Source: an optimization exercise on an open RTL-to-GDS flow (aim: small area). Production flows keep margins and buffers that such runs may drop. In this exercise RTL edits were held to simulation tests only and were not proved equivalent to the original. Power is estimated from default activity; no workload was simulated.

**design/flow/flow/downsize.tcl**
```tcl
# Run by the place_resized step before its repair_design (PRE_RESIZE_TCL).
# Swaps each logic cell that synthesis sized up for the smallest cell of the
# same function (same name but the drive-strength suffix). repair_design,
# which follows in the step, sizes cells back up or buffers wherever a
# slew, capacitance or fanout limit needs it. Registers are not touched.
set downsize_map [dict create \
  sky130_fd_sc_hd__a2111o_2 sky130_fd_sc_hd__a2111o_1 \
  sky130_fd_sc_hd__a2111o_4 sky130_fd_sc_hd__a2111o_1 \
  sky130_fd_sc_hd__a2111oi_1 sky130_fd_sc_hd__a2111oi_0 \
  sky130_fd_sc_hd__a2111oi_2 sky130_fd_sc_hd__a2111oi_0 \
  sky130_fd_sc_hd__a2111oi_4 sky130_fd_sc_hd__a2111oi_0 \
  sky130_fd_sc_hd__a211o_2 sky130_fd_sc_hd__a211o_1 \
  sky130_fd_sc_hd__a211o_4 sky130_fd_sc_hd__a211o_1 \
  sky130_fd_sc_hd__a211oi_2 sky130_fd_sc_hd__a211oi_1 \
  sky130_fd_sc_hd__a211oi_4 sky130_fd_sc_hd__a211oi_1 \
  sky130_fd_sc_hd__a21bo_4 sky130_fd_sc_hd__a21bo_1 \
  sky130_fd_sc_hd__a21boi_2 sky130_fd_sc_hd__a21boi_0 \
  sky130_fd_sc_hd__a21boi_4 sky130_fd_sc_hd__a21boi_0 \
  sky130_fd_sc_hd__a21o_2 sky130_fd_sc_hd__a21o_1 \
  sky130_fd_sc_hd__a21o_4 sky130_fd_sc_hd__a21o_1 \
  sky130_fd_sc_hd__a21oi_2 sky130_fd_sc_hd__a21oi_1 \
  sky130_fd_sc_hd__a21oi_4 sky130_fd_sc_hd__a21oi_1 \
  sky130_fd_sc_hd__a221o_2 sky130_fd_sc_hd__a221o_1 \
  sky130_fd_sc_hd__a221o_4 sky130_fd_sc_hd__a221o_1 \
  sky130_fd_sc_hd__a221oi_2 sky130_fd_sc_hd__a221oi_1 \
  sky130_fd_sc_hd__a221oi_4 sky130_fd_sc_hd__a221oi_1 \
  sky130_fd_sc_hd__a22o_2 sky130_fd_sc_hd__a22o_1 \
  sky130_fd_sc_hd__a22o_4 sky130_fd_sc_hd__a22o_1 \
  sky130_fd_sc_hd__a22oi_2 sky130_fd_sc_hd__a22oi_1 \
  sky130_fd_sc_hd__a22oi_4 sky130_fd_sc_hd__a22oi_1 \
  sky130_fd_sc_hd__a2bb2o_2 sky130_fd_sc_hd__a2bb2o_1 \
  sky130_fd_sc_hd__a2bb2o_4 sky130_fd_sc_hd__a2bb2o_1 \
  sky130_fd_sc_hd__a2bb2oi_2 sky130_fd_sc_hd__a2bb2oi_1 \
  sky130_fd_sc_hd__a2bb2oi_4 sky130_fd_sc_hd__a2bb2oi_1 \
  sky130_fd_sc_hd__a311o_2 sky130_fd_sc_hd__a311o_1 \
  sky130_fd_sc_hd__a311o_4 sky130_fd_sc_hd__a311o_1 \
  sky130_fd_sc_hd__a311oi_2 sky130_fd_sc_hd__a311oi_1 \
  sky130_fd_sc_hd__a311oi_4 sky130_fd_sc_hd__a311oi_1 \
  sky130_fd_sc_hd__a31o_4 sky130_fd_sc_hd__a31o_1 \
  sky130_fd_sc_hd__a31oi_2 sky130_fd_sc_hd__a31oi_1 \
  sky130_fd_sc_hd__a31oi_4 sky130_fd_sc_hd__a31oi_1 \
  sky130_fd_sc_hd__a32o_2 sky130_fd_sc_hd__a32o_1 \
  sky130_fd_sc_hd__a32o_4 sky130_fd_sc_hd__a32o_1 \
  sky130_fd_sc_hd__a32oi_2 sky130_fd_sc_hd__a32oi_1 \
  sky130_fd_sc_hd__a32oi_4 sky130_fd_sc_hd__a32oi_1 \
  sky130_fd_sc_hd__a41o_2 sky130_fd_sc_hd__a41o_1 \
  sky130_fd_sc_hd__a41o_4 sky130_fd_sc_hd__a41o_1 \
  sky130_fd_sc_hd__a41oi_2 sky130_fd_sc_hd__a41oi_1 \
  sky130_fd_sc_hd__a41oi_4 sky130_fd_sc_hd__a41oi_1 \
  sky130_fd_sc_hd__and2_2 sky130_fd_sc_hd__and2_0 \
  sky130_fd_sc_hd__and2_4 sky130_fd_sc_hd__and2_0 \
  sky130_fd_sc_hd__and2b_2 sky130_fd_sc_hd__and2b_1 \
  sky130_fd_sc_hd__and2b_4 sky130_fd_sc_hd__and2b_1 \
  sky130_fd_sc_hd__and3_2 sky130_fd_sc_hd__and3_1 \
  sky130_fd_sc_hd__and3_4 sky130_fd_sc_hd__and3_1 \
  sky130_fd_sc_hd__and3b_2 sky130_fd_sc_hd__and3b_1 \
  sky130_fd_sc_hd__and3b_4 sky130_fd_sc_hd__and3b_1 \
  sky130_fd_sc_hd__and4_2 sky130_fd_sc_hd__and4_1 \
  sky130_fd_sc_hd__and4_4 sky130_fd_sc_hd__and4_1 \
  sky130_fd_sc_hd__and4b_2 sky130_fd_sc_hd__and4b_1 \
  sky130_fd_sc_hd__and4b_4 sky130_fd_sc_hd__and4b_1 \
  sky130_fd_sc_hd__and4bb_4 sky130_fd_sc_hd__and4bb_1 \
  sky130_fd_sc_hd__buf_12 sky130_fd_sc_hd__buf_1 \
  sky130_fd_sc_hd__buf_16 sky130_fd_sc_hd__buf_1 \
  sky130_fd_sc_hd__buf_2 sky130_fd_sc_hd__buf_1 \
  sky130_fd_sc_hd__buf_4 sky130_fd_sc_hd__buf_1 \
  sky130_fd_sc_hd__buf_6 sky130_fd_sc_hd__buf_1 \
  sky130_fd_sc_hd__buf_8 sky130_fd_sc_hd__buf_1 \
  sky130_fd_sc_hd__bufbuf_16 sky130_fd_sc_hd__bufbuf_8 \
  sky130_fd_sc_hd__bufinv_16 sky130_fd_sc_hd__bufinv_8 \
  sky130_fd_sc_hd__ebufn_2 sky130_fd_sc_hd__ebufn_1 \
  sky130_fd_sc_hd__ebufn_4 sky130_fd_sc_hd__ebufn_1 \
  sky130_fd_sc_hd__ebufn_8 sky130_fd_sc_hd__ebufn_1 \
  sky130_fd_sc_hd__einvn_1 sky130_fd_sc_hd__einvn_0 \
  sky130_fd_sc_hd__einvn_2 sky130_fd_sc_hd__einvn_0 \
  sky130_fd_sc_hd__einvn_4 sky130_fd_sc_hd__einvn_0 \
  sky130_fd_sc_hd__einvn_8 sky130_fd_sc_hd__einvn_0 \
  sky130_fd_sc_hd__einvp_2 sky130_fd_sc_hd__einvp_1 \
  sky130_fd_sc_hd__einvp_4 sky130_fd_sc_hd__einvp_1 \
  sky130_fd_sc_hd__einvp_8 sky130_fd_sc_hd__einvp_1 \
  sky130_fd_sc_hd__fa_2 sky130_fd_sc_hd__fa_1 \
  sky130_fd_sc_hd__fa_4 sky130_fd_sc_hd__fa_1 \
  sky130_fd_sc_hd__ha_2 sky130_fd_sc_hd__ha_1 \
  sky130_fd_sc_hd__ha_4 sky130_fd_sc_hd__ha_1 \
  sky130_fd_sc_hd__inv_12 sky130_fd_sc_hd__inv_1 \
  sky130_fd_sc_hd__inv_16 sky130_fd_sc_hd__inv_1 \
  sky130_fd_sc_hd__inv_4 sky130_fd_sc_hd__inv_1 \
  sky130_fd_sc_hd__inv_6 sky130_fd_sc_hd__inv_1 \
  sky130_fd_sc_hd__inv_8 sky130_fd_sc_hd__inv_1 \
  sky130_fd_sc_hd__maj3_2 sky130_fd_sc_hd__maj3_1 \
  sky130_fd_sc_hd__maj3_4 sky130_fd_sc_hd__maj3_1 \
  sky130_fd_sc_hd__mux2_4 sky130_fd_sc_hd__mux2_1 \
  sky130_fd_sc_hd__mux2_8 sky130_fd_sc_hd__mux2_1 \
  sky130_fd_sc_hd__mux2i_2 sky130_fd_sc_hd__mux2i_1 \
  sky130_fd_sc_hd__mux2i_4 sky130_fd_sc_hd__mux2i_1 \
  sky130_fd_sc_hd__mux4_1 sky130_fd_sc_hd__mux4_2 \
  sky130_fd_sc_hd__mux4_4 sky130_fd_sc_hd__mux4_2 \
  sky130_fd_sc_hd__nand2_2 sky130_fd_sc_hd__nand2_1 \
  sky130_fd_sc_hd__nand2_4 sky130_fd_sc_hd__nand2_1 \
  sky130_fd_sc_hd__nand2_8 sky130_fd_sc_hd__nand2_1 \
  sky130_fd_sc_hd__nand2b_2 sky130_fd_sc_hd__nand2b_1 \
  sky130_fd_sc_hd__nand2b_4 sky130_fd_sc_hd__nand2b_1 \
  sky130_fd_sc_hd__nand3_2 sky130_fd_sc_hd__nand3_1 \
  sky130_fd_sc_hd__nand3_4 sky130_fd_sc_hd__nand3_1 \
  sky130_fd_sc_hd__nand3b_2 sky130_fd_sc_hd__nand3b_1 \
  sky130_fd_sc_hd__nand3b_4 sky130_fd_sc_hd__nand3b_1 \
  sky130_fd_sc_hd__nand4_2 sky130_fd_sc_hd__nand4_1 \
  sky130_fd_sc_hd__nand4_4 sky130_fd_sc_hd__nand4_1 \
  sky130_fd_sc_hd__nand4b_2 sky130_fd_sc_hd__nand4b_1 \
  sky130_fd_sc_hd__nand4b_4 sky130_fd_sc_hd__nand4b_1 \
  sky130_fd_sc_hd__nand4bb_2 sky130_fd_sc_hd__nand4bb_1 \
  sky130_fd_sc_hd__nand4bb_4 sky130_fd_sc_hd__nand4bb_1 \
  sky130_fd_sc_hd__nor2_2 sky130_fd_sc_hd__nor2_1 \
  sky130_fd_sc_hd__nor2_4 sky130_fd_sc_hd__nor2_1 \
  sky130_fd_sc_hd__nor2_8 sky130_fd_sc_hd__nor2_1 \
  sky130_fd_sc_hd__nor2b_2 sky130_fd_sc_hd__nor2b_1 \
  sky130_fd_sc_hd__nor2b_4 sky130_fd_sc_hd__nor2b_1 \
  sky130_fd_sc_hd__nor3_2 sky130_fd_sc_hd__nor3_1 \
  sky130_fd_sc_hd__nor3_4 sky130_fd_sc_hd__nor3_1 \
  sky130_fd_sc_hd__nor3b_2 sky130_fd_sc_hd__nor3b_1 \
  sky130_fd_sc_hd__nor3b_4 sky130_fd_sc_hd__nor3b_1 \
  sky130_fd_sc_hd__nor4_2 sky130_fd_sc_hd__nor4_1 \
  sky130_fd_sc_hd__nor4_4 sky130_fd_sc_hd__nor4_1 \
  sky130_fd_sc_hd__nor4b_2 sky130_fd_sc_hd__nor4b_1 \
  sky130_fd_sc_hd__nor4b_4 sky130_fd_sc_hd__nor4b_1 \
  sky130_fd_sc_hd__nor4bb_2 sky130_fd_sc_hd__nor4bb_1 \
  sky130_fd_sc_hd__nor4bb_4 sky130_fd_sc_hd__nor4bb_1 \
  sky130_fd_sc_hd__o2111a_2 sky130_fd_sc_hd__o2111a_1 \
  sky130_fd_sc_hd__o2111a_4 sky130_fd_sc_hd__o2111a_1 \
  sky130_fd_sc_hd__o2111ai_2 sky130_fd_sc_hd__o2111ai_1 \
  sky130_fd_sc_hd__o2111ai_4 sky130_fd_sc_hd__o2111ai_1 \
  sky130_fd_sc_hd__o211a_4 sky130_fd_sc_hd__o211a_1 \
  sky130_fd_sc_hd__o211ai_2 sky130_fd_sc_hd__o211ai_1 \
  sky130_fd_sc_hd__o211ai_4 sky130_fd_sc_hd__o211ai_1 \
  sky130_fd_sc_hd__o21a_2 sky130_fd_sc_hd__o21a_1 \
  sky130_fd_sc_hd__o21a_4 sky130_fd_sc_hd__o21a_1 \
  sky130_fd_sc_hd__o21ai_2 sky130_fd_sc_hd__o21ai_0 \
  sky130_fd_sc_hd__o21ai_4 sky130_fd_sc_hd__o21ai_0 \
  sky130_fd_sc_hd__o21ba_4 sky130_fd_sc_hd__o21ba_1 \
  sky130_fd_sc_hd__o21bai_2 sky130_fd_sc_hd__o21bai_1 \
  sky130_fd_sc_hd__o21bai_4 sky130_fd_sc_hd__o21bai_1 \
  sky130_fd_sc_hd__o221a_4 sky130_fd_sc_hd__o221a_1 \
  sky130_fd_sc_hd__o221ai_2 sky130_fd_sc_hd__o221ai_1 \
  sky130_fd_sc_hd__o221ai_4 sky130_fd_sc_hd__o221ai_1 \
  sky130_fd_sc_hd__o22a_2 sky130_fd_sc_hd__o22a_1 \
  sky130_fd_sc_hd__o22a_4 sky130_fd_sc_hd__o22a_1 \
  sky130_fd_sc_hd__o22ai_2 sky130_fd_sc_hd__o22ai_1 \
  sky130_fd_sc_hd__o22ai_4 sky130_fd_sc_hd__o22ai_1 \
  sky130_fd_sc_hd__o2bb2a_2 sky130_fd_sc_hd__o2bb2a_1 \
  sky130_fd_sc_hd__o2bb2a_4 sky130_fd_sc_hd__o2bb2a_1 \
  sky130_fd_sc_hd__o2bb2ai_2 sky130_fd_sc_hd__o2bb2ai_1 \
  sky130_fd_sc_hd__o2bb2ai_4 sky130_fd_sc_hd__o2bb2ai_1 \
  sky130_fd_sc_hd__o311a_2 sky130_fd_sc_hd__o311a_1 \
  sky130_fd_sc_hd__o311a_4 sky130_fd_sc_hd__o311a_1 \
  sky130_fd_sc_hd__o311ai_2 sky130_fd_sc_hd__o311ai_0 \
  sky130_fd_sc_hd__o311ai_4 sky130_fd_sc_hd__o311ai_0 \
  sky130_fd_sc_hd__o31a_2 sky130_fd_sc_hd__o31a_1 \
  sky130_fd_sc_hd__o31a_4 sky130_fd_sc_hd__o31a_1 \
  sky130_fd_sc_hd__o31ai_2 sky130_fd_sc_hd__o31ai_1 \
  sky130_fd_sc_hd__o31ai_4 sky130_fd_sc_hd__o31ai_1 \
  sky130_fd_sc_hd__o32a_2 sky130_fd_sc_hd__o32a_1 \
  sky130_fd_sc_hd__o32a_4 sky130_fd_sc_hd__o32a_1 \
  sky130_fd_sc_hd__o32ai_2 sky130_fd_sc_hd__o32ai_1 \
  sky130_fd_sc_hd__o32ai_4 sky130_fd_sc_hd__o32ai_1 \
  sky130_fd_sc_hd__o41a_2 sky130_fd_sc_hd__o41a_1 \
  sky130_fd_sc_hd__o41a_4 sky130_fd_sc_hd__o41a_1 \
  sky130_fd_sc_hd__o41ai_2 sky130_fd_sc_hd__o41ai_1 \
  sky130_fd_sc_hd__o41ai_4 sky130_fd_sc_hd__o41ai_1 \
  sky130_fd_sc_hd__or2_4 sky130_fd_sc_hd__or2_0 \
  sky130_fd_sc_hd__or2b_2 sky130_fd_sc_hd__or2b_1 \
  sky130_fd_sc_hd__or2b_4 sky130_fd_sc_hd__or2b_1 \
  sky130_fd_sc_hd__or3_2 sky130_fd_sc_hd__or3_1 \
  sky130_fd_sc_hd__or3_4 sky130_fd_sc_hd__or3_1 \
  sky130_fd_sc_hd__or3b_4 sky130_fd_sc_hd__or3b_1 \
  sky130_fd_sc_hd__or4_2 sky130_fd_sc_hd__or4_1 \
  sky130_fd_sc_hd__or4_4 sky130_fd_sc_hd__or4_1 \
  sky130_fd_sc_hd__or4b_4 sky130_fd_sc_hd__or4b_1 \
  sky130_fd_sc_hd__or4bb_2 sky130_fd_sc_hd__or4bb_1 \
  sky130_fd_sc_hd__or4bb_4 sky130_fd_sc_hd__or4bb_1 \
  sky130_fd_sc_hd__sedfxbp_2 sky130_fd_sc_hd__sedfxbp_1 \
  sky130_fd_sc_hd__sedfxtp_2 sky130_fd_sc_hd__sedfxtp_1 \
  sky130_fd_sc_hd__sedfxtp_4 sky130_fd_sc_hd__sedfxtp_1 \
  sky130_fd_sc_hd__xnor2_2 sky130_fd_sc_hd__xnor2_1 \
  sky130_fd_sc_hd__xnor2_4 sky130_fd_sc_hd__xnor2_1 \
  sky130_fd_sc_hd__xnor3_2 sky130_fd_sc_hd__xnor3_1 \
  sky130_fd_sc_hd__xnor3_4 sky130_fd_sc_hd__xnor3_1 \
  sky130_fd_sc_hd__xor2_2 sky130_fd_sc_hd__xor2_1 \
  sky130_fd_sc_hd__xor2_4 sky130_fd_sc_hd__xor2_1 \
  sky130_fd_sc_hd__xor3_2 sky130_fd_sc_hd__xor3_1 \
  sky130_fd_sc_hd__xor3_4 sky130_fd_sc_hd__xor3_1 \
]
set n_downsized 0
foreach inst [[ord::get_db_block] getInsts] {
  set master [[$inst getMaster] getName]
  if { [dict exists $downsize_map $master] } {
    replace_cell [$inst getName] [dict get $downsize_map $master]
    incr n_downsized
  }
}
puts "downsize: replaced $n_downsized instances with smaller cells of the same function"

# Let this step's repair_design buffer with small buffers only.
set big_buffers {}
foreach cell [get_lib_cells {sky130_fd_sc_hd__buf_* sky130_fd_sc_hd__clkbuf_* sky130_fd_sc_hd__bufbuf_* sky130_fd_sc_hd__clkdlybuf4s* sky130_fd_sc_hd__dlygate* sky130_fd_sc_hd__dlymetal*}] {
  if { [get_property $cell area] > 7.6 } {
    lappend big_buffers $cell
  }
}
set_dont_use $big_buffers
puts "downsize: [llength $big_buffers] large buffer cells not used by this step"
```
**design/flow/flow/run.sh**
```bash
#!/bin/bash
# The standard layout flow (standard.sh, with its synthesis unchanged), with:
# - port buffers of the smallest buffer cell,
# - logic cells sized down before placement's repair_design, which then
#   buffers with small buffers only and sizes up wherever a limit needs it
#   (flow/downsize.tcl, generated by gen/make_downsize.py plus a dont_use
#   list of the large buffers for that step),
# - a clock tree of clkbuf_4 without dummy loads.
# ORFS writes each step's full log under orfs/logs/; make's own output goes
# to standard.log.
bash standard.sh \
  "BUFFER_PORTS_ARGS=-buffer_cell sky130_fd_sc_hd__buf_1" \
  "PRE_RESIZE_TCL=$PWD/flow/downsize.tcl" \
  "CTS_ARGS=-sink_clustering_enable -sink_clustering_size 20 -sink_clustering_max_diameter 100 -sink_clustering_levels 1 -repair_clock_nets -buf_list sky130_fd_sc_hd__clkbuf_4 -dont_use_dummy_load" \
  finish > standard.log 2>&1
```
**design/flow/constraint.sdc**
```tcl
create_clock -name core_clock -period 12.0 [get_ports {clk}]
set_input_delay 2.4000 -clock core_clock [delete_from_list [all_inputs] [get_ports {clk}]]
set_output_delay 2.4000 -clock core_clock [all_outputs]
set_load 0.01 [all_outputs]
```
**design/flow/config.mk**
```make
export PLATFORM = sky130hd
export DESIGN_NAME = Top_project
export DESIGN_NICKNAME = Top_project
export VERILOG_FILES = /design/flow/design.v
export SDC_FILE = /design/flow/constraint.sdc
export NUM_CORES = 4
export LEC_CHECK = 0
export CAP_MARGIN = 20
export CORE_MARGIN = 2
export CORE_UTILIZATION = 40
export SLEW_MARGIN = 20
```
**design/flow/design.v**
```verilog
`timescale 1ns / 1ps
module Top_project (
    input clk,
    input reset,
    input [1:0] sw,
    input btnL,
    btnR,
    btnU,
    btnD,
    input rx,
    output tx,
    output [3:0] led,
    output [3:0] fnd_comm,
    output [7:0] fnd_font
);
    wire mode = sw[1];
    reg [5:0] bc;
    assign led = {mode & sw[0], mode & ~sw[0], ~mode & sw[0], ~mode & ~sw[0]};
    reg [1:0] cq;
    wire bc0 = ~bc[4] & ~bc[3] & ~bc[2] & ~bc[1] & ~bc[0];
    wire first = (cq == 2'd0) & bc0;
    always @(posedge clk, posedge reset) begin
        if (reset) cq <= 2'd0;
        else cq <= {cq[1] ^ (~first & cq[0]), cq[0] ^ ~first};
    end
    wire t4 = cq[1] & cq[0];
    wire [3:0] w_ms1, w_ms10;
    wire w_ms1_wrap = t4 & w_ms1[3] & w_ms1[0];
    wire w_c0 = w_ms10[3] & w_ms10[1];   
    digit10 W_MS1 (.clk(clk), .reset(reset), .clr(1'b0), .e(t4), .q(w_ms1));
    tens10 W_MS10 (.clk(clk), .reset(reset), .clr(1'b0), .e(w_ms1_wrap), .q(w_ms10));
    wire t16 = t4 & w_ms1[0] & (w_ms1[1] ^ w_ms10[0]);
    reg [2:0] sel;
    always @(posedge clk, posedge reset) begin
        if (reset) sel <= 3'd0;
        else sel <= {sel[2] ^ (t16 & sel[1] & sel[0]), sel[1] ^ (t16 & sel[0]), sel[0] ^ t16};
    end
    wire bc_wrap = ~bc[5] & bc[4] & bc[3] & ~bc[2] & ~bc[1] & bc[0];   
    always @(posedge clk, posedge reset) begin
        if (reset) bc <= 6'd0;
        else bc <= {6{~bc_wrap}} & {bc[4:0], ~(bc[5] ^ bc[4])};
    end
    wire tick = (cq != 2'd0) & bc0;
    wire bc1 = ~bc[5] & ~bc[4] & ~bc[3] & ~bc[2] & ~bc[1] & bc[0];
    wire bc4 = ~bc[5] & ~bc[4] & bc[3] & bc[2] & bc[1] & bc[0];
    wire bc5 = bc[4] & bc[3] & bc[2] & bc[1] & bc[0];
    reg [3:0] rh;
    reg rl3;
    reg [2:0] rlo;
    wire [3:0] rl = {rl3, rlo};
    reg [7:0] rdata;
    wire r_idle = ~rh[3] & rh[2] & ~rl3;
    wire r_end = tick & ~rh[3] & ~rh[2] & rh[0] & ~rl[3] & rl[2] & rl[1] & rl[0];
    wire rl15 = &rl;
    wire r_sample = tick & rl15 & rh[3];
    always @(posedge clk, posedge reset) begin
        if (reset) begin
            rh <= 4'd7;
            rl3 <= 1'b0;
        end else if (r_idle) begin
            rl3 <= ~rx;
        end else if (r_end) begin
            rh <= 4'd7;
            rl3 <= 1'b0;
        end else if (tick) begin
            rl3 <= rl3 ^ (&rlo);
            if (rl15) rh <= rh + 4'd1;
        end
    end
    always @(posedge clk) begin
        if (r_idle | r_end) rlo <= 3'd0;
        else if (tick) rlo <= rlo + 3'd1;
    end
    always @(posedge clk) begin
        if (r_sample) rdata <= {rx, rdata[7:1]};
    end
    reg [3:0] th, tl;
    wire [2:0] tp = th[2:0] - (rh[2:0] & {3{rh[3]}});
    reg tx_reg;
    wire t_idle = ~th[3] & ~th[2] & th[0];
    wire t_load = ~th[3] & ~th[2] & th[1] & bc4;
    wire tl0 = (tl == 4'd0);
    wire c_pulse = ~th[3] & th[2] & tl0 & bc5;
    always @(posedge clk, posedge reset) begin
        if (reset) begin
            th <= 4'd1;
            tx_reg <= 1'b1;
        end else begin
            if (r_end) th <= 4'd3;
            else if (t_load) th <= 4'd7;
            else if (tick & ~t_idle & (&tl)) th <= th + 4'd1;
            if ((bc1 & tl0) | c_pulse) tx_reg <= th[3] ? rdata[tp] : ~th[2];
        end
    end
    always @(posedge clk, posedge reset) begin
        if (reset) tl <= 4'd0;
        else if (r_end) tl <= 4'd0;
        else if (tick & ~t_idle) tl <= tl + 4'd1;
    end
    assign tx = tx_reg;
    wire c_v = c_pulse & ~rdata[7] & rdata[6];
    wire c_L = c_v & ((rdata[4] & rdata[3:0] == 4'h2) | (~rdata[4] & rdata[3:0] == 4'h8));
    wire c_R = c_v & ~rdata[4] & (rdata[3:0] == 4'h3);
    wire c_U = c_v & rdata[4] & (rdata[3:0] == 4'h3);
    wire c_D = c_v & ~rdata[4] & (rdata[3:0] == 4'hd);
    wire d_L, d_R, d_U, d_D;
    debounce U_dL (.clk(clk), .reset(reset), .t4(t4), .i_btn(btnL), .o_btn(d_L));
    debounce U_dR (.clk(clk), .reset(reset), .t4(t4), .i_btn(btnR), .o_btn(d_R));
    debounce U_dU (.clk(clk), .reset(reset), .t4(t4), .i_btn(btnU), .o_btn(d_U));
    debounce U_dD (.clk(clk), .reset(reset), .t4(t4), .i_btn(btnD), .o_btn(d_D));
    wire b_L = d_L | c_L;
    wire b_R = d_R | c_R;
    wire b_U = d_U | c_U;
    wire b_D = d_D | c_D;
    reg s_run, s_clr;
    always @(posedge clk, posedge reset) begin
        if (reset) begin
            s_run <= 1'b0;
            s_clr <= 1'b0;
        end else if (!mode) begin
            s_run <= s_run ? ~b_L : (~s_clr & b_L);
            s_clr <= s_clr ? b_R : (~s_run & ~b_L & b_R);
        end
    end
    reg [1:0] sd;
    reg s_tick;
    always @(posedge clk, posedge reset) begin
        if (reset) begin
            sd <= 2'd0;
            s_tick <= 1'b0;
        end else begin
            sd <= {~s_clr & (sd[1] ^ (s_run & sd[0])), ~s_clr & (sd[0] ^ s_run)};
            s_tick <= ~s_clr & (s_run ? sd[1] & sd[0] : s_tick);
        end
    end
    wire [3:0] s_ms1, s_ms10, s_s1, s_m1, s_h1;
    wire [2:0] s_s10, s_m10;
    wire [1:0] s_h10;
    wire s_c0 = s_ms10[3] & s_ms10[1];
    wire s_c1 = s_s10[2] & s_s10[1];
    wire s_c2 = s_m10[2] & s_m10[1];
    wire s_ms1_wrap = s_tick & s_ms1[3] & s_ms1[0];
    wire s_s1_wrap = s_c0 & s_s1[3] & s_s1[0];
    wire s_m1_wrap = s_c1 & s_m1[3] & s_m1[0];
    digit10 S_MS1 (.clk(clk), .reset(reset), .clr(s_clr), .e(s_tick), .q(s_ms1));
    tens10 S_MS10 (.clk(clk), .reset(reset), .clr(s_clr), .e(s_ms1_wrap), .q(s_ms10));
    digit10 S_S1 (.clk(clk), .reset(reset), .clr(s_clr), .e(s_c0), .q(s_s1));
    tens6 S_S10 (.clk(clk), .reset(reset), .clr(s_clr), .e(s_s1_wrap), .q(s_s10));
    digit10 S_M1 (.clk(clk), .reset(reset), .clr(s_clr), .e(s_c1), .q(s_m1));
    tens6 S_M10 (.clk(clk), .reset(reset), .clr(s_clr), .e(s_m1_wrap), .q(s_m10));
    hours #(.R1(4'd0), .R10(2'd0)) S_H (.clk(clk), .reset(reset), .clr(s_clr), .e(s_c2),
        .ones(s_h1), .tens(s_h10));
    reg [1:0] ws;
    always @(posedge clk, posedge reset) begin
        if (reset) ws <= 2'd0;
        else if (mode) begin
            case (ws)
                2'd0: ws <= b_U ? 2'd1 : b_D ? 2'd2 : b_L ? 2'd3 : 2'd0;
                2'd1: if (!b_U) ws <= 2'd0;
                2'd2: if (!b_D) ws <= 2'd0;
                2'd3: if (!b_L) ws <= 2'd0;
            endcase
        end
    end
    wire [3:0] w_s1, w_m1, w_h1;
    wire [2:0] w_s10, w_m10;
    wire [1:0] w_h10;
    wire w_c1 = w_s10[2] & w_s10[1];
    wire w_c2 = w_m10[2] & w_m10[1];
    wire w_s_e = w_c0 | (~ws[1] & ws[0]);
    wire w_m_e = w_c1 | (ws[1] & ~ws[0]);
    wire w_h_e = w_c2 | (ws[1] & ws[0]);
    wire w_s1_wrap = w_s_e & w_s1[3] & w_s1[0];
    wire w_m1_wrap = w_m_e & w_m1[3] & w_m1[0];
    digit10 W_S1 (.clk(clk), .reset(reset), .clr(1'b0), .e(w_s_e), .q(w_s1));
    tens6 W_S10 (.clk(clk), .reset(reset), .clr(1'b0), .e(w_s1_wrap), .q(w_s10));
    digit10 W_M1 (.clk(clk), .reset(reset), .clr(1'b0), .e(w_m_e), .q(w_m1));
    tens6 W_M10 (.clk(clk), .reset(reset), .clr(1'b0), .e(w_m1_wrap), .q(w_m10));
    hours #(.R1(4'd2), .R10(2'd1)) W_H (.clk(clk), .reset(reset), .clr(1'b0), .e(w_h_e),
        .ones(w_h1), .tens(w_h10));
    assign fnd_comm = {~(sel[1] & sel[0]), ~(sel[1] & ~sel[0]), ~(~sel[1] & sel[0]), ~(~sel[1] & ~sel[0])};
    wire [3:0] ms10 = mode ? w_ms10 : s_ms10;
    wire [3:0] z0 = mode ? w_ms1 : s_ms1;
    wire [3:0] z1 = ms10;
    wire [3:0] z2 = mode ? w_s1 : s_s1;
    wire [2:0] z3 = mode ? w_s10 : s_s10;
    wire z3x = z3[2] & z3[1];
    wire [3:0] z4 = mode ? w_m1 : s_m1;
    wire [2:0] z5 = mode ? w_m10 : s_m10;
    wire z5x = z5[2] & z5[1];
    wire [3:0] z6 = mode ? w_h1 : s_h1;
    wire [1:0] z7 = mode ? w_h10 : s_h10;
    wire [3:0] p0 = sel[1] ? z2 : z0;
    wire [3:0] p1 = sel[1] ? {z3x, z3} : z1;
    wire [3:0] q0 = sel[1] ? z6 : z4;
    wire [3:0] q1 = sel[1] ? {2'b00, z7} : {z5x, z5};
    wire [3:0] d = sw[0] ? (sel[0] ? q1 : q0) : (sel[0] ? p1 : p0);
    wire [6:0] seg;
    assign seg[0] = (d[2] & ~d[1] & ~d[0]) | (~d[3] & ~d[2] & ~d[1] & d[0]);
    assign seg[1] = (d[2] & ~d[1] & d[0]) | (~d[3] & d[2] & d[1] & ~d[0]);
    assign seg[2] = ~d[3] & ~d[2] & d[1] & ~d[0];
    assign seg[3] = (d[2] & ~d[1] & ~d[0]) | (d[2] & d[1] & d[0]) | (~d[3] & ~d[2] & ~d[1] & d[0]);
    assign seg[4] = d[0] | (d[2] & ~d[1]);
    assign seg[5] = ~((~d[1] & ~d[0]) | (d[2] & ~d[0]) | (d[2] & ~d[1]) | d[3]);
    assign seg[6] = (d[2] & d[1] & d[0]) | (~d[3] & ~d[2] & ~d[1]) | (d[3] & d[1]);
    wire lt50 = ~((ms10[3] & ~ms10[1]) | (ms10[2] & (ms10[1] | ms10[0])));   
    wire dot = sel[2] & sel[1] & ~sel[0] & lt50;
    assign fnd_font = {~dot, seg | {7{sel[2]}}};
endmodule
module debounce (
    input clk,
    input reset,
    input t4,
    input i_btn,
    output o_btn
);
    reg [3:0] n;
    wire s1 = t4 & i_btn;
    wire s0 = t4 & ~i_btn;
    always @(posedge clk, posedge reset) begin
        if (reset) n <= 4'd0;
        else if (n[3]) n <= {~s0, 2'b00, ~s0};
        else n <= {s1 & n[2] & n[1] & n[0],
                   t4 ? s1 & (n[2] ^ (n[1] & n[0])) : n[2],
                   t4 ? s1 & (n[1] ^ n[0]) : n[1],
                   t4 ? s1 & ~n[0] : n[0]};
    end
    assign o_btn = n[3] & ~n[0];
endmodule
module digit10 (
    input clk,
    input reset,
    input clr,
    input e,
    output reg [3:0] q
);
    always @(posedge clk, posedge reset) begin
        if (reset) q <= 4'd0;
        else q <= {4{~clr}} & {q[3] ^ (e & q[0] & (q[3] | (q[2] & q[1]))),
                              q[2] ^ (e & q[1] & q[0]),
                              q[1] ^ (e & q[0] & ~q[3]),
                              q[0] ^ e};
    end
endmodule
module tens10 (
    input clk,
    input reset,
    input clr,
    input e,
    output reg [3:0] q
);
    wire p = q[3] & q[1];
    always @(posedge clk, posedge reset) begin
        if (reset) q <= 4'd0;
        else q <= {4{~clr & ~p}} & {q[3] ^ (e & q[2] & q[1] & q[0]),
                                   q[2] ^ (e & q[1] & q[0]),
                                   q[1] ^ (e & q[0]),
                                   q[0] ^ e};
    end
endmodule
module tens6 (
    input clk,
    input reset,
    input clr,
    input e,
    output reg [2:0] q
);
    wire p = q[2] & q[1];
    always @(posedge clk, posedge reset) begin
        if (reset) q <= 3'd0;
        else q <= {3{~clr & ~p}} & {q[2] ^ (e & q[1] & q[0]),
                                   q[1] ^ (e & q[0]),
                                   q[0] ^ e};
    end
endmodule
module hours #(
    parameter [3:0] R1 = 4'd0,
    parameter [1:0] R10 = 2'd0
) (
    input clk,
    input reset,
    input clr,
    input e,
    output reg [3:0] ones,
    output reg [1:0] tens
);
    wire o9 = ones[3] & ones[0];
    wire top = tens[1] & ones[1] & ones[0];
    always @(posedge clk, posedge reset) begin
        if (reset) begin
            ones <= R1;
            tens <= R10;
        end else begin
            ones <= {4{~clr}} & {ones[3] ^ (e & ones[0] & (ones[3] | (ones[2] & ones[1]))),
                                 ones[2] ^ (e & ones[1] & ones[0] & ~tens[1]),
                                 ones[1] ^ (e & ones[0] & ~ones[3]),
                                 ones[0] ^ e};
            tens <= {2{~clr}} & {tens[1] ^ (e & ((o9 & tens[0]) | top)),
                                 tens[0] ^ (e & o9)};
        end
    end
endmodule
```
**design/flow/standard.sh**
```bash
#!/bin/bash
# synth_recipe.tcl (not shown) runs the flow's synth.tcl, then flattens the netlist and writes it again
# the make line also repeats each setting of config.mk as NAME=value (left out here)
make -C /OpenROAD-flow-scripts/flow DESIGN_CONFIG=/design/flow/config.mk WORK_HOME=/design/flow/orfs CLKGATE_MAP_FILE= SYNTH_SCRIPT=/design/flow/synth_recipe.tcl "${@:-finish}"
```
==> qor.yml, run 1 <==
outcome: "no timing/DRC/antenna violations"
finalPower_uw: 764.3
cp-end-kind: "primary output"
min_period_over_period: 0.6219
multi_input_area_um2: 2984
slew_violations: 0
cp.required_ns: 9.60
grt_pass1_vias: 4395
drv_cap: 0
synth_cells: 583
clk_pin_slew_ns: 0.10
portBuffers: 25
min_path_type: "reg2reg"
place_ws_ns: 4.561
cts-root-buf: "clkbuf_4"
hpwl_um: 8651
worst-path-max-fanout: 33
synth_top_area_share: 0.3950
avgSynthCellArea_um2: 10.54
place_inst: 778
largest_registers: "rdata: 8 flops, bc: 6 flops"
hold_buffers: 0
slew-limit-headroom: 0.3833
cp-start-kind: "primary input"
h-tree-depth: 4
yosysWarnings: 7
cts_repair_resize_count: 0
period_needed_ns: 7.463
setup_ws_ns: 4.537
max_flop_register: "rdata"
final_util: 0.4315
p_per_area_nw_per_um2: 117.4
worst_pin_slew_ns: 0.9179
irDropWorstVdd_uv: 53.39
setup_violations: 0
ys_seq_elements: 115
whs_ns: 0.4032
hold_violations: 0
post-route-cell-area_um2: 6511
largest_reg_flops: 8
synth_area_leaders: "dfrtp_1 39%, ha_1 6.3%, mux4_2 4.4%, mux2i_1 3.9%, edfxtp_1 3.9%"
die_x_um: 128.0
area.sequential_um2: 2913
fmax_mhz: 134.0
clkLatencyLatePin_ns: 0.51
ioPinCount: 26
cts_made_buffers: 17
tritoncts: "built"
ys_seq_area_frac: 0.4737
antenna_found_initial: 0
final_common_cell: "dfrtp_1"
worst_ep_arrival_time_ns: 5.06
critPathKind: "in2out"
postCtsSetupBuffers: 0
wl_um: 12030
die_area_um2: 16370
fin_cells: 796
yosysUniqueCellTypes: 58
antenna_cells_inserted: 0
core_um2: 15090
vias_per_cell: 5.437
synth_edf_count: 8
synth_area_leader_cell: "dfrtp_1"
post_dp_cell_area_um2: 6375
rows: 45
clock-sinks: 115
grt_pass1_wl_um: 20910
avgRoutedWirePerCell_um: 15.12
synthFlopType: "dfrtp_1"
skew_ns: 0.03347
antenna_left: 0
finalSetupTns_ns: 0
leakage_nw: 2.863
num_vias: 4328
gr-usage-all-layers: 0.1610
nNetsFinal: 651
fillCellCount: 1407
mostFrequentLayoutCells: "96 x dfrtp_1, 44 x nor2_1, 35 x inv_1"
synth_area_um2: 6146
grt_max_degree: 35
initial_core_util: 0.4073
syn_nets: 624
cts_max_path_buffers: 2
globalplace.congestion: 0.8445
dr.pass1.iters: 5
async_flop_share: 0.9043
drc: 0
grt-ovfl-total: 0
initialDrtViolationCount: 317
die_y_um: 128.0
rsz0062_at_grt: "no"
layout-drive-gt1-share: 0.08224
syn_to_final_growth_pct: 5.945
power breakdown:
| part | switching (mW) | internal (mW) |
|---|---|---|
| logic | 0.0518 | 0.0477 |
| clock network | 0.121 | 0.0646 |
| registers | 0.0487 | 0.430 |
synthesized netlist by cell type, drive strengths merged, types with 3 or more instances:
cell type  number
edfxtp          8
nand4           7
o21ai          25
nor2           44
buf             8
a21oi          33
dfxtp           3
nor2b          14
mux2            3
ha             31
xnor2          23
nand3          28
and4            3
nand4b          3
inv            35
o21bai          5
a41oi           5
a2bb2oi         5
o22ai           4
and3           10
xor2           12
nand2b         25
o31ai           3
nor3           11
mux4           12
and2           12
nor3b           4
mux2i          24
nand2          29
a31oi           5
dfstp           7
dfrtp          97
clkbuf         13
final cells by class:
class / instances / share of cell area
clock buffer: 17 / 0.01960
inverter: 35 / 0.02018
timing repair buffer: 29 / 0.01845
multi-input combinational: 412 / 0.4583
tap: 188 / 0.03613
sequential: 115 / 0.4473
metal layers:
metal  global-route usage  up-vias  wire length, um
met3              0.04967       12              468
li1                     -     2115                -
met1               0.2069     2115             5681
met5                    0        -                0
met4              0.05365        0              127
met2               0.2598       86             5754
critical path, cell delays in order:
cell and delay (ns):
clkbuf_2 0.67, mux4_2 0.58, and2_1 0.17, o32ai_1 0.50, and2b_1 0.29, mux2i_1 0.09, a31oi_1 0.19, buf_1 0.16
worst paths after layout:
path / from / to / slack, ns / depth (start not counted)
worst max-delay path: sw[1] / fnd_font[3] / 4.54 / 8
worst min-delay path: bc[2]$_DFF_PP0_ / bc[3]$_DFF_PP0_ / 0.40 / 0
worst max register to register: bc[3]$_DFF_PP0_ / rdata[4]$_DFFE_PP_ / 8.99 / 4
worst min register to register: bc[2]$_DFF_PP0_ / bc[3]$_DFF_PP0_ / 0.40 / 0
max in group asynchronous: reset / U_dU.n[1]$_DFFE_PP0P_ / 8.05 / 5
min in group asynchronous: reset / bc[0]$_DFF_PP0_ / 1.97 / 2
kinds of logic (layout without fill, tap and decap cells):
kind of cell               after synthesis  after routing  synth area share
buffers and inverters                   56             81           0.03603
xor gates and xnor gates                35             35           0.04988
AOI/OAI and AO/OA                      103            103            0.1087
DFF                                    115            115            0.4737
muxes                                   39             39           0.08856
adders and majority gates               32             32           0.06637
and+or+nand+nor                        203            203            0.1767
==> inputs of run 2 (changes only) <==
--- a/design/flow/flow/run.sh
+++ b/design/flow/flow/run.sh
@@ -11,5 +11,5 @@
 bash standard.sh \
   "BUFFER_PORTS_ARGS=-buffer_cell sky130_fd_sc_hd__buf_1" \
   "PRE_RESIZE_TCL=$PWD/flow/downsize.tcl" \
-  "CTS_ARGS=-sink_clustering_enable -sink_clustering_size 20 -sink_clustering_max_diameter 100 -sink_clustering_levels 1 -repair_clock_nets -buf_list sky130_fd_sc_hd__clkbuf_4 -dont_use_dummy_load" \
+  "CTS_ARGS=-sink_clustering_enable -sink_clustering_size 12 -sink_clustering_max_diameter 60 -sink_clustering_levels 2 -repair_clock_nets -buf_list sky130_fd_sc_hd__clkbuf_4 -dont_use_dummy_load" \
   finish > standard.log 2>&1
==> run 2 against run 1 <==
  * Combinational power barely moved
  * Flip-flop and latch count unchanged
  * Global-route usage unchanged
  * Clock power is essentially flat
  * Via count is the same
  * Critical path depth unchanged
  * Wire length is the same
  * Clock skew unchanged
  * Hold slack stayed put
==> qor.yml, run 2 <==
grt_pass1_wl_um: 20910  # unchanged
top_usage_layer: "met2"
cts_max_path_buffers: 2  # unchanged
avgSynthCellArea_um2: 10.54  # unchanged
crit_start: "sw[1]"
slew_violations: 0  # unchanged
portBuffers: 25  # unchanged
grtUsageMet2: 0.2598  # unchanged
cts_repair_resize_count: 0  # unchanged
slowest_stage: "clkbuf_2"
nNetsFinal: 651  # unchanged
finalSetupTns_ns: 0  # unchanged
use_met3: 0.04967  # unchanged
critical_path.cell_chain: "clkbuf_2 -> mux4_2 -> and2_1 -> o32ai_1 -> and2b_1 -> mux2i_1 -> a31oi_1 -> buf_1"
worst-path-max-fanout: 33  # unchanged
reg2reg_from: "bc[3]$_DFF_PP0_"
postCtsSetupBuffers: 0  # unchanged
initial_core_util: 0.4073  # unchanged
outcome: "no timing/DRC/antenna violations"
rsz0062_at_grt: "no"
yosysUniqueCellTypes: 58  # unchanged
synthFlopType: "dfrtp_1"
worst-r2r-cell-count: 4  # unchanged
critPathKind: "in2out"
rows: 45  # unchanged
min_period_over_period: 0.6219  # unchanged
worst_pin_slew_ns: 0.9179  # unchanged
synth_area_leader_cell: "dfrtp_1"
hold_path_depth: 0  # unchanged
max_flop_register: "rdata"
path_buf_inv: 2  # unchanged
yosysWarnings: 7  # unchanged
layout-drive-gt1-share: 0.08224  # unchanged
skew_ns: 0.03347  # unchanged
synth_area_leaders: "dfrtp_1 39%, ha_1 6.3%, mux4_2 4.4%, mux2i_1 3.9%, edfxtp_1 3.9%"
clkLatencyLatePin_ns: 0.51  # about the same
die_y_um: 128.0  # unchanged
fillCellCount: 1407  # unchanged
hpwl_um: 8651  # unchanged
synth_edf_count: 8  # unchanged
die_x_um: 128.0  # unchanged
largest_reg_flops: 8  # unchanged
die_area_um2: 16370  # unchanged
core_um2: 15090  # unchanged
largest_registers: "rdata: 8 flops, bc: 6 flops"
cp_num_cells: 8  # unchanged
synth_cells: 583  # unchanged
wl_um: 12030  # unchanged
clk_pin_slew_ns: 0.10  # about the same
antenna_cells_inserted: 0  # unchanged
worst_ep_arrival_time_ns: 5.06  # about the same
grt_max_degree: 35  # unchanged
synth_area_um2: 6146  # unchanged
ioPinCount: 26  # unchanged
final_common_cell: "dfrtp_1"
slew-limit-headroom: 0.3833  # unchanged
mostFrequentLayoutCells: "96 x dfrtp_1, 44 x nor2_1, 35 x inv_1"
cp-start-kind: "primary input"
antenna_left: 0  # unchanged
p_per_area_nw_per_um2: 117.4  # unchanged
syn_to_final_growth_pct: 5.945  # unchanged
yosysMostFrequentCell: "dfrtp_1"
syn_nets: 624  # unchanged
grt-ovfl-total: 0  # unchanged
antenna_found_initial: 0  # unchanged
irDropWorstVdd_uv: 53.39  # unchanged
initialDrtViolationCount: 317  # unchanged
cp.required_ns: 9.60  # about the same
whs_ns: 0.4032  # unchanged
synth_top_area_share: 0.3950  # unchanged
synth_commonest_cells: "97 x dfrtp_1, 44 x nor2_1, 35 x inv_1"
gr-usage-all-layers: 0.1610  # unchanged
async_flop_share: 0.9043  # unchanged
period_needed_ns: 7.463  # unchanged
cts_made_buffers: 17  # unchanged
hold_buffers: 0  # unchanged
clock-sinks: 115  # unchanged
vias_per_cell: 5.437  # unchanged
ys_seq_elements: 115  # unchanged
min_path_type: "reg2reg"
gr-usage-met1: 0.2069  # unchanged
drv_cap: 0  # unchanged
r2r_end: "rdata[4]$_DFFE_PP_"
cp-end-kind: "primary output"
ys_seq_area_frac: 0.4737  # unchanged
drc: 0  # unchanged
min_from: "bc[2]$_DFF_PP0_"
fmax_mhz: 134.0  # unchanged
leakage_nw: 2.863  # unchanged
grt_pass1_vias: 4395  # unchanged
globalplace.congestion: 0.8445  # unchanged
h-tree-depth: 4  # unchanged
tritoncts: "built"
rrSetupSlack_ns: 8.99  # about the same
dr.pass1.iters: 5  # unchanged
setup_violations: 0  # unchanged
min_to: "bc[3]$_DFF_PP0_"
cts-root-buf: "clkbuf_4"
num_vias: 4328  # unchanged
avgRoutedWirePerCell_um: 15.12  # unchanged
hold_violations: 0  # unchanged
crit_path_max_incr_delay_ns: 0.67  # about the same
cpLargestDelayFamily: "buffers and inverters"
[run 2: cell counts after synthesis]
No cell type changed its count.
[run 2: metal layers]
metal | vias up | share of wire
met2 | 86 | 0.48
met4 | 0 | 0.011
met1 | 2115 | 0.47
li1 | 2115 | -
met5 | - | 0
met3 | 12 | 0.039
[run 2: cells by family (layout without fill, tap and decap cells)]
logic type,after synthesis,after routing,synth area share
and+or+nand+nor,203,203,0.1767
buffers and inverters,56,81,0.03603
muxes,39,39,0.08856
AOI/OAI and AO/OA,103,103,0.1087
xor gates and xnor gates,35,35,0.04988
adders and majority gates,32,32,0.06637
DFF,115,115,0.4737
[run 2: cell type report]
cell class	instances	area, um2	area share
Clock buffer	17	127.6	0.01960
Tap cell	188	235.2	0.03613
Multi-Input combinational cell	412	2984	0.4583
Sequential cell	115	2913	0.4473
Inverter	35	131.4	0.02018
Timing Repair Buffer	29	120.1	0.01845
[run 2: worst max path at each step]
stage	to	slack, ns
final	fnd_font[3]	4.54
after global routing	fnd_font[3]	4.24
after CTS	fnd_font[3]	4.56
after detailed placement	fnd_font[3]	4.56
after global placement	fnd_font[3]	4.65
after floorplan	fnd_font[3]	5.39
[run 2: power breakdown]
part	total [mW]	internal, mW	switching (mW)
combinational	0.0995	0.0477	0.0518
sequential	0.479	0.430	0.0487
clock	0.186	0.0646	0.121
total	0.764	0.543	0.222
[run 2: per-stage QoR]
| step | worst slack, ns | area [um2] | std cells | util | power [mW] |
|---|---|---|---|---|---|
| 5_1_grt | 4.239 | 6511 | 796 | 0.4315 | 0.8181 |
| 4_1_cts | 4.558 | 6502 | 795 | 0.4309 | 0.7765 |
| 6_report | 4.537 | 6511 | 796 | 0.4315 | 0.7643 |
| 2_1_floorplan | 5.387 | 6146 | 583 | - | 0.5522 |
| 3_5_place_dp | 4.561 | 6375 | 778 | 0.4225 | 0.5874 |
| 3_3_place_gp | 4.651 | 6396 | 776 | 0.4239 | 0.5767 |
==> inputs of run 3 (changes only) <==
--- a/design/flow/flow/run.sh
+++ b/design/flow/flow/run.sh
@@ -11,5 +11,5 @@
 bash standard.sh \
   "BUFFER_PORTS_ARGS=-buffer_cell sky130_fd_sc_hd__buf_1" \
   "PRE_RESIZE_TCL=$PWD/flow/downsize.tcl" \
-  "CTS_ARGS=-sink_clustering_enable -sink_clustering_size 12 -sink_clustering_max_diameter 60 -sink_clustering_levels 2 -repair_clock_nets -buf_list sky130_fd_sc_hd__clkbuf_4 -dont_use_dummy_load" \
+  "CTS_ARGS=-sink_clustering_enable -repair_clock_nets -buf_list sky130_fd_sc_hd__clkbuf_4 -dont_use_dummy_load" \
   finish > standard.log 2>&1
--- a/design/flow/config.mk
+++ b/design/flow/config.mk
@@ -7,5 +7,5 @@
 export LEC_CHECK = 0
 export CAP_MARGIN = 20
 export CORE_MARGIN = 2
-export CORE_UTILIZATION = 40
+export CORE_UTILIZATION = 60
 export SLEW_MARGIN = 20
==> run 3 against run 2 <==
  * Register-to-register slack better by 0.05 ns
  * Critical path type unchanged
  * First-iteration DRC count is 40% lower
  * Still clean
  * Sequential share of layout area up 0.48 points
  * Clock skew fell by 0.012 ns
==> qor.yml, run 3 <==
vias_per_cell: 5.885  # +8.2%
fmax_mhz: 135.5  # +1.1%
synthFlopType: "dfrtp_1"
p_clk_frac: 0.242  # about the same
grt_max_degree: 35  # unchanged
cp-end-kind: "primary output"
area.sequential_um2: 2913  # unchanged
synth_area_leader_cell: "dfrtp_1"
final_common_cell: "dfrtp_1"
fin_cells: 740  # -7.0%
synth_cells: 583  # unchanged
core_um2: 9864  # -35%
multi_input_area_um2: 2989  # +0.17%
worst-path-max-fanout: 33  # unchanged
clock-sinks: 115  # unchanged
ys_seq_elements: 115  # unchanged
avgRoutedWirePerCell_um: 15.55  # +2.9%
crit_start: "sw[1]"
synth_top_area_share: 0.3950  # unchanged
worst_ep_arrival_time_ns: 4.98  # -0.08 ns
synth_edf_count: 8  # unchanged
comb_power_share: 0.131  # about the same
clkLatencyLatePin_ns: 0.49  # -0.02 ns
switching_power_uw: 217.4  # -1.9%
cts_made_buffers: 17  # unchanged
leakage_nw: 2.857  # -0.20%
period_needed_ns: 7.378  # -0.08461 ns
grt_pass1_wl_um: 19840  # -5.1%
worst_pin_slew_ns: 0.8956  # -0.02233 ns
postCtsSetupBuffers: 0  # unchanged
min_period_over_period: 0.6148  # -0.007051
num_vias: 4355  # +0.62%
initial_core_util: 0.6230  # +0.2157
die_y_um: 105.2  # -18%
slew-limit-headroom: 0.3983  # +0.01500
p_int_uw: 542.8  # about the same
finalSetupTns_ns: 0  # unchanged
setup_ws_ns: 4.622  # +0.08461 ns
rows: 36  # -20%
drv_cap: 0  # unchanged
largest_registers: "rdata: 8 flops, bc: 6 flops"
avgSynthCellArea_um2: 10.54  # unchanged
cts_repair_resize_count: 0  # unchanged
final_util: 0.6531  # +0.2216
place_inst: 723  # -7.1%
cts_max_path_buffers: 2  # unchanged
p_per_area_nw_per_um2: 118.0  # +0.53%
ioPinCount: 26  # unchanged
min_from: "bc[1]$_DFF_PP0_"
antenna_left: 0  # unchanged
reg2reg_from: "bc[3]$_DFF_PP0_"
sw_frac_of_total: 0.2860  # -0.004028
irDropWorstVdd_uv: 116.4  # +120%
synth_commonest_cells: "97 x dfrtp_1, 44 x nor2_1, 35 x inv_1"
setup_violations: 0  # unchanged
yosysWarnings: 7  # unchanged
synth_area_leaders: "dfrtp_1 39%, ha_1 6.3%, mux4_2 4.4%, mux2i_1 3.9%, edfxtp_1 3.9%"
hold_violations: 0  # unchanged
skew_ns: 0.02153  # -0.01194 ns
clk_pin_slew_ns: 0.09  # about the same
largest_reg_flops: 8  # unchanged
die_x_um: 105.2  # -18%
cp-start-kind: "primary input"
grtUsageMet2: 0.3677  # +0.1079
die_area_um2: 11070  # -32%
worst-r2r-cell-count: 4  # unchanged
use_met3: 0.06246  # +0.01280
critPathKind: "in2out"
drc: 0  # unchanged
place_ws_ns: 4.586  # +0.02485 ns
h-tree-depth: 4  # unchanged
cts-root-buf: "clkbuf_4"
hold_path_depth: 0  # unchanged
rsz0062_at_grt: "no"
yosysMostFrequentCell: "dfrtp_1"
antenna_cells_inserted: 0  # unchanged
hpwl_um: 8398  # -2.9%
initialDrtViolationCount: 190  # -40%
layout-drive-gt1-share: 0.08402  # +0.001783
top_usage_layer: "met2"
ys_seq_area_frac: 0.4737  # unchanged
nNetsFinal: 650  # -0.15%
slew_violations: 0  # unchanged
mostFrequentLayoutCells: "96 x dfrtp_1, 44 x nor2_1, 34 x inv_1"
synth_area_um2: 6146  # unchanged
outcome: "no timing/DRC/antenna violations"
dr.pass1.iters: 4  # -1
min_path_type: "reg2reg"
globalplace.congestion: 0.8390  # -0.65%
grt-ovfl-total: 0  # unchanged
wl_um: 11510  # -4.4%
cp.required_ns: 9.60  # about the same
yosysUniqueCellTypes: 58  # unchanged
max_flop_register: "rdata"
antenna_found_initial: 0  # unchanged
seqPwrFrac: 0.627  # about the same
async_flop_share: 0.9043  # unchanged
gr-usage-all-layers: 0.2248  # +0.06384
grt_pass1_vias: 4367  # -0.64%
gr-usage-met1: 0.2876  # +0.08067
tritoncts: "built"
hold_buffers: 0  # unchanged
syn_to_final_growth_pct: 4.825
syn_nets: 624  # unchanged
portBuffers: 25  # unchanged
fillCellCount: 802  # -43%
[run 3: critical path, stage by stage]
cell	delay (ns)
clkbuf_2	0.65
mux4_2	0.59
and2_1	0.17
o32ai_1	0.45
and2b_1	0.27
mux2i_1	0.09
a31oi_1	0.18
buf_1	0.16
[run 3: worst paths after layout]
path                                        end  slack [ns]
max                                 fnd_font[3]        4.62
min                             bc[2]$_DFF_PP0_        0.43
max reg2reg                  rdata[5]$_DFFE_PP_        9.04
min reg2reg                     bc[2]$_DFF_PP0_        0.43
max in group asynchronous     s_clr$_DFFE_PP0N_        8.74
min in group asynchronous  S_M10.q[2]$_DFF_PP0_        1.83
[run 3: through the flow]
step	power (mW)	hold WS, ns	area [um2]
detailed placement	0.5852	0.4096	6306
global route	0.8080	0.4460	6442
finish	0.7602	0.4305	6442
global placement	0.5761	0.4070	6327
floorplan	0.5522	0.4214	6146
CTS	0.7689	0.4320	6434
[run 3: power groups by stage]
| stage | registers [mW] | logic, mW | clock network [mW] |
|---|---|---|---|
| global placement | 0.482 | 0.0940 | 0 |
| CTS | 0.477 | 0.101 | 0.191 |
| global route | 0.484 | 0.117 | 0.207 |
| floorplan | 0.465 | 0.0870 | 0 |
| finish | 0.477 | 0.0994 | 0.184 |
| detailed placement | 0.485 | 0.101 | 0 |
[run 3: cells by family after synthesis]
kind of cell             Yosys count  share of synthesized area
buffers and inverters             56                    0.03603
AND/OR/NAND/NOR                  203                     0.1767
adder cells (fa/ha/maj)           32                    0.06637
flip-flops                       115                     0.4737
AO/OA/AOI/OAI                    103                     0.1087
multiplexers                      39                    0.08856
XOR/XNOR                          35                    0.04988
[run 3: layout make-up]
class | instances | area share
Multi-Input combinational cell | 412 | 0.4640
Timing Repair Buffer | 28 | 0.01787
Inverter | 35 | 0.02039
Tap cell | 133 | 0.02583
Sequential cell | 115 | 0.4521
Clock buffer | 17 | 0.01981
[run 3: layer usage]
layer | vias up | part of all wire
met4 | 0 | 0.016
li1 | 2121 | -
met1 | 2139 | 0.46
met3 | 14 | 0.036
met2 | 81 | 0.49
met5 | - | 0
==> inputs of run 4 (changes only) <==
--- a/design/flow/config.mk
+++ b/design/flow/config.mk
@@ -7,5 +7,5 @@
 export LEC_CHECK = 0
 export CAP_MARGIN = 20
 export CORE_MARGIN = 2
-export CORE_UTILIZATION = 60
+export CORE_UTILIZATION = 40
 export SLEW_MARGIN = 20
==> run 4 against run 3 <==
  * Still clean on timing, DRC and antenna
  * Critical path depth unchanged
  * Total power up 0.54%
  * Clock-buffer cell count unchanged
  * Synthesized cell count unchanged
  * Register-to-register slack worse by 0.05 ns
  * Clock skew up 0.012 ns
  * Sequential share of layout area down 0.48 points
  * Via count down 0.62%
  * Utilization down 22 points
  * Die area up 48%
==> qor.yml, run 4 <==
setup_violations: 0  # unchanged
worst-path-max-fanout: 33  # unchanged
grt-ovfl-total: 0  # unchanged
cpLargestDelayFamily: "buffers and inverters"
antenna_left: 0  # unchanged
rows: 45  # +25%
num_vias: 4328  # -0.62%
hpwl_um: 8651  # +3.0%
cts_made_buffers: 17  # unchanged
multi_input_area_um2: 2984  # -0.17%
drv_cap: 0  # unchanged
yosysUniqueCellTypes: 58  # unchanged
yosysMostFrequentCell: "dfrtp_1"
min_period_over_period: 0.6219  # +0.007051
yosysWarnings: 7  # unchanged
cts-root-buf: "clkbuf_4"
cts_repair_resize_count: 0  # unchanged
initialDrtViolationCount: 317  # +67%
h-tree-depth: 4  # unchanged
drc: 0  # unchanged
cts_max_path_buffers: 2  # unchanged
max_flop_register: "rdata"
synth_commonest_cells: "97 x dfrtp_1, 44 x nor2_1, 35 x inv_1"
synth_edf_count: 8  # unchanged
avgRoutedWirePerCell_um: 15.12  # -2.8%
ys_seq_elements: 115  # unchanged
rsz0062_at_grt: "no"
irDropWorstVdd_uv: 53.39  # -54%
crit_path_max_incr_delay_ns: 0.67  # +0.02 ns
hold_buffers: 0  # unchanged
skew_ns: 0.03347  # +0.01194 ns
synth_area_leaders: "dfrtp_1 39%, ha_1 6.3%, mux4_2 4.4%, mux2i_1 3.9%, edfxtp_1 3.9%"
die_x_um: 128.0  # +22%
antenna_cells_inserted: 0  # unchanged
synth_area_um2: 6146  # unchanged
critical_path.cell_chain: "clkbuf_2 -> mux4_2 -> and2_1 -> o32ai_1 -> and2b_1 -> mux2i_1 -> a31oi_1 -> buf_1"
outcome: "no timing/DRC/antenna violations"
grt_pass1_vias: 4395  # +0.64%
fillCellCount: 1407  # +75%
avgSynthCellArea_um2: 10.54  # unchanged
slew-limit-headroom: 0.3833  # -0.01500
mostFrequentLayoutCells: "96 x dfrtp_1, 44 x nor2_1, 35 x inv_1"
slowest_stage: "clkbuf_2"
period_needed_ns: 7.463  # +0.08461 ns
ioPinCount: 26  # unchanged
cp-start-kind: "primary input"
syn_to_final_growth_pct: 5.945
syn_nets: 624  # unchanged
largest_reg_flops: 8  # unchanged
leakage_nw: 2.863  # +0.20%
synthFlopType: "dfrtp_1"
final_common_cell: "dfrtp_1"
globalplace.congestion: 0.8445  # +0.66%
min_path_type: "reg2reg"
postCtsSetupBuffers: 0  # unchanged
post_dp_cell_area_um2: 6375  # +1.1%
wl_um: 12030  # +4.6%
dr.pass1.iters: 5  # +1
worst_ep_arrival_time_ns: 5.06  # +0.08 ns
vias_per_cell: 5.437  # -7.6%
core_um2: 15090  # +53%
synth_cells: 583  # unchanged
synth_area_leader_cell: "dfrtp_1"
tritoncts: "built"
fmax_mhz: 134.0  # -1.1%
portBuffers: 25  # unchanged
die_area_um2: 16370  # +48%
layout-drive-gt1-share: 0.08224  # -0.001783
grt_max_degree: 35  # unchanged
nNetsFinal: 651  # +0.15%
ys_seq_area_frac: 0.4737  # unchanged
cp-end-kind: "primary output"
async_flop_share: 0.9043  # unchanged
clkLatencyLatePin_ns: 0.51  # +0.02 ns
clk_pin_slew_ns: 0.10  # about the same
antenna_found_initial: 0  # unchanged
final_util: 0.4315  # -0.2216
area.sequential_um2: 2913  # unchanged
hold_violations: 0  # unchanged
cp.required_ns: 9.60  # about the same
finalSetupTns_ns: 0  # unchanged
largest_registers: "rdata: 8 flops, bc: 6 flops"
grt_pass1_wl_um: 20910  # +5.4%
worst_pin_slew_ns: 0.9179  # +0.02233 ns
path_buf_inv: 2  # unchanged
critPathKind: "in2out"
p_per_area_nw_per_um2: 117.4  # -0.52%
initial_core_util: 0.4073  # -0.2157
post-route-cell-area_um2: 6511  # +1.1%
gr-usage-all-layers: 0.1610  # -0.06384
synth_top_area_share: 0.3950  # unchanged
slew_violations: 0  # unchanged
clock-sinks: 115  # unchanged
die_y_um: 128.0  # +22%
## run 4: changes by cell type in the layout (fill, tap and decap cells not counted), sizes merged
cell,change
clkbuf,+1
## run 4: area by class of cell
cell class	instances	area share
Clock buffer	17	0.01960
Inverter	35	0.02018
Multi-Input combinational cell	412	0.4583
Sequential cell	115	0.4473
Tap cell	188	0.03613
Timing Repair Buffer	29	0.01845
## run 4: kinds of logic (layout without fill, tap and decap cells)
family                   after synthesis  in the layout  synth area share
AO/OA/AOI/OAI                        103            103            0.1087
multiplexers                          39             39           0.08856
AND/OR/NAND/NOR                      203            203            0.1767
adder cells (fa/ha/maj)               32             32           0.06637
XOR/XNOR                              35             35           0.04988
flip-flops                           115            115            0.4737
buffers and inverters                 56             81           0.03603
## run 4: worst register-to-register path, delay by kind of cell (launching register included)
kind	cells	cell delay, ns
flip-flops	1	0.47
AND/OR/NAND/NOR	4	2.17
## run 4: metal layers
layer	global-route usage	vias to the layer above	routed length, um
met5	0	-	0
met3	0.04967	12	468
met1	0.2069	2115	5681
li1	-	2115	-
met4	0.05365	0	127
met2	0.2598	86	5754
## run 4: stage by stage
step	setup slack [ns]	hold WS, ns	power (mW)	cells
floorplan	5.387	0.4214	0.5522	583
global route	4.239	0.4357	0.8181	796
global placement	4.651	0.4119	0.5767	776
CTS	4.558	0.4027	0.7765	795
detailed placement	4.561	0.4018	0.5874	778
finish	4.537	0.4032	0.7643	796
## run 4: report_power, final
part           switching, mW  internal (mW)
logic                 0.0518         0.0477
registers             0.0487          0.430
clock network          0.121         0.0646
## run 4: path summary, 6_finish.rpt
check,startpoint,cells past startpoint,end,slack [ns]
setup / recovery,sw[1],8,fnd_font[3],4.54
hold / removal,bc[2]$_DFF_PP0_,0,bc[3]$_DFF_PP0_,0.40
setup reg to reg,bc[3]$_DFF_PP0_,4,rdata[4]$_DFFE_PP_,8.99
hold reg to reg,bc[2]$_DFF_PP0_,0,bc[3]$_DFF_PP0_,0.40
max in group asynchronous,reset,5,U_dU.n[1]$_DFFE_PP0P_,8.05
min in group asynchronous,reset,2,bc[0]$_DFF_PP0_,1.97

port drivers added, routing unchanged:
How much do the figures lean on ideal ports? The routed layouts below were timed once more, with nothing changed but the port constraints.
Step 1, drivers: a clkbuf_16 drives clk and a buf_2 each remaining input, both assumed.
Step 2 moves the port delays by t, midway between the first and last clock arrival at a register: inputs arrive t later, outputs are due t later. That takes back most of the time a late clock gives input paths.
Three values: no drivers, after step 1, after step 2; two values: the first two.
| run | t (ns) | setup slack, ns | hold slack, ns | cell pins on the clock port's net |
|---|---|---|---|---|
| run 1 | 0.532 | 4.537 / 4.514 / 4.514 | 0.403 / 0.403 / 0.403 | 1 |
| run 2 | 0.532 | 4.537 / 4.514 / 4.514 | 0.403 / 0.403 / 0.403 | 1 |
| run 3 | 0.516 | 4.622 / 4.602 / 4.602 | 0.431 / 0.431 / 0.431 | 1 |
| run 4 | 0.532 | 4.537 / 4.514 / 4.514 | 0.403 / 0.403 / 0.403 | 1 |
After both steps every run listed still meets setup and hold.
